This is an optimization exercise on Yosys and OpenROAD, whose aim is small area, not a production implementation.
Only simulation tests tie the RTL to the original design; equivalence was not proved.
No activity file was given, so power comes from the tool's default toggle rates.

// pong
module pong(clock, reset, h_sync, v_sync, DAC_clock, vga_R, vga_G, vga_B, left_key, right_key, blank_n, left_key1, right_key1);
For scale: ~460 cells after synthesis, roughly 34 I/O pins.
Settings: LEC_CHECK=0, CAP_MARGIN=20, CORE_MARGIN=2, CORE_UTILIZATION=40, PLACE_DENSITY=0.6, SLEW_MARGIN=20; clock period 20.0 ns.
standard.sh (not shown) runs the stock make flow with config.mk's settings and CLKGATE_MAP_FILE= SYNTH_SCRIPT=/design/flow/synth_recipe.tcl, a recipe that flattens the netlist after the stock synthesis.
==> flow/flow/run.sh <==
#!/bin/bash
# Layout flow: the standard synthesis; then the combinational logic of
# its netlist mapped again for area with ABC (a few scripts, the smallest
# result kept), keeping every register cell and name as the standard
# synthesis made it; then the standard ORFS layout, with ports buffered by
# the smallest buffer and a clock tree of clkbuf_4 cells without dummy loads.
set -euo pipefail
WORK=$PWD
FLOW_DIR=$WORK/flow
R=$WORK/orfs/results/sky130hd/pong/base
LIB=$FLOW_HOME/platforms/sky130hd/lib/sky130_fd_sc_hd__tt_025C_1v80.lib
YOSYS=yosys
if [[ -x $FLOW_HOME/../tools/install/yosys/bin/yosys ]]; then
  YOSYS=$FLOW_HOME/../tools/install/yosys/bin/yosys
fi

# 1. standard synthesis
bash standard.sh synth > log_1_synth.txt 2>&1

# 2. map the combinational logic again
cp $R/1_2_yosys.v $WORK/std_1_2_yosys.v
DONT_USE=$(sed -n '/^export DONT_USE_CELLS/,/^$/p' $FLOW_HOME/platforms/sky130hd/config.mk \
  | grep -o 'sky130_fd_sc_hd__[A-Za-z0-9_]*' | sed 's/^/-dont_use /' | tr '\n' ' ')
# the netlist as generic gates, with the register cells kept as they are
cat > $WORK/remap_gates.ys <<EOY
read_liberty -ignore_miss_func $LIB
blackbox =sky130_fd_sc_hd__*df* =sky130_fd_sc_hd__*dl*
read_verilog $WORK/std_1_2_yosys.v
hierarchy -top pong
flatten
opt_clean -purge
techmap
opt -fast -purge
select pong
write_verilog -noattr -selected $WORK/gates.v
EOY
$YOSYS -s $WORK/remap_gates.ys > log_2_remap_gates.txt 2>&1
best=""
best_area=""
pids=()
for s in $FLOW_DIR/map*.abc; do
  m=$(basename $s .abc)
  cat > $WORK/remap_$m.ys <<EOY
read_liberty -lib $LIB
read_verilog $WORK/gates.v
hierarchy -top pong
techmap
opt -fast
abc -script $s -liberty $LIB $DONT_USE
opt_clean -purge
splitnets
opt_clean -purge
hilomap -singleton -hicell sky130_fd_sc_hd__conb_1 HI -locell sky130_fd_sc_hd__conb_1 LO
insbuf -buf sky130_fd_sc_hd__buf_4 A X
opt_clean -purge
check -assert -mapped
tee -o $WORK/remap_$m.stat stat -liberty $LIB
write_verilog -noattr -nohex -nodec $WORK/remap_$m.v
EOY
  ( timeout 600 $YOSYS -s $WORK/remap_$m.ys > log_2_remap_$m.txt 2>&1 || true ) &
  pids+=($!)
done
for p in "${pids[@]}"; do wait $p || true; done
for s in $FLOW_DIR/map*.abc; do
  m=$(basename $s .abc)
  [[ -s $WORK/remap_$m.v && -s $WORK/remap_$m.stat ]] || continue
  a=$(grep -m1 "Chip area" $WORK/remap_$m.stat | awk '{print $NF}')
  echo "$m $a" >> log_2_remap_areas.txt
  if [[ -z $best ]] || awk -v a=$a -v b=$best_area 'BEGIN{exit !(a<b)}'; then
    best=$m; best_area=$a
  fi
done
echo "chosen $best $best_area" >> log_2_remap_areas.txt
cp $WORK/remap_$best.v $R/1_2_yosys.v
rm -f $R/1_synth.odb $R/1_synth.sdc

# 3. the rest of the standard layout
bash standard.sh \
  "BUFFER_PORTS_ARGS=-buffer_cell sky130_fd_sc_hd__buf_1" \
  "CTS_ARGS=-sink_clustering_enable -repair_clock_nets -buf_list sky130_fd_sc_hd__clkbuf_4 -dont_use_dummy_load" \
  finish > log_3_layout.txt 2>&1
==> flow/flow/map1.abc <==
strash
&get -n
&deepsyn -J 200 -T 300 -S 0
&put
dch
amap
topo
==> flow/flow/map2.abc <==
strash
&get -n
&deepsyn -J 200 -T 300 -S 1
&put
dch
amap
topo
==> flow/flow/map3.abc <==
strash
&get -n
&deepsyn -J 200 -T 300 -S 2
&put
dch
amap
topo
==> flow/flow/map4.abc <==
strash
&get -n
&deepsyn -J 200 -T 300 -S 3
&put
dch
amap
topo
==> flow/flow/map5.abc <==
strash
&get -n
&deepsyn -J 200 -T 300 -S 0
&put
dch
amap -F 3 -A 8
topo
==> flow/flow/map6.abc <==
strash
&get -n
&deepsyn -J 200 -T 300 -S 0
&dch
&nf -R 1000 -p -F 8 -A 8
&put
topo
Other scripts of this flow, unchanged in this note and not shown: flow/flow/map0.abc
Edit:
==> flow/flow/map1.abc (replaced) <==
strash
&get -n
&deepsyn -T 60 -S 1
&put
dch
amap
topo
==> flow/flow/map2.abc (replaced) <==
strash
&get -n
&deepsyn -T 60 -S 2
&put
dch
amap
topo
==> flow/flow/map3.abc (replaced) <==
strash
&get -n
&deepsyn -T 60 -S 3
&put
dch
amap
topo
==> flow/flow/map4.abc (replaced) <==
strash
&get -n
&deepsyn -T 60
&put
dch
amap
topo
removed: flow/flow/map5.abc
removed: flow/flow/map6.abc
What happened: Global-route usage drops by 0.42 points. Combinational power climbs by about 2%. Cell area barely changes. Total power drops by 0.31%. Final cell count climbs by 1.2%. Clock skew drops by 13 ps.

-- static timing again, ports no longer ideal --
How much do the figures lean on ideal ports? The routed layouts below were timed once more, with nothing changed but the port constraints.
Step 1 assumes that a clkbuf_16 drives the clock port and a buf_2 every other input.
Step 2 also shifts input and output timing later by t, the mid clock arrival at the registers, as if the neighbouring blocks saw the same clock.
Slacks: no drivers / after step 1 / after step 2; pairs: no drivers / after step 1.
run | t, ns | setup WS [ns] | pins driven straight from the clock port
the first run | 0.427 | 12.606 / 12.577 / 13.004 | 1
the second run | 0.424 | 13.144 / 13.115 / 13.539 | 1
After both steps setup and hold are still met in every run listed.
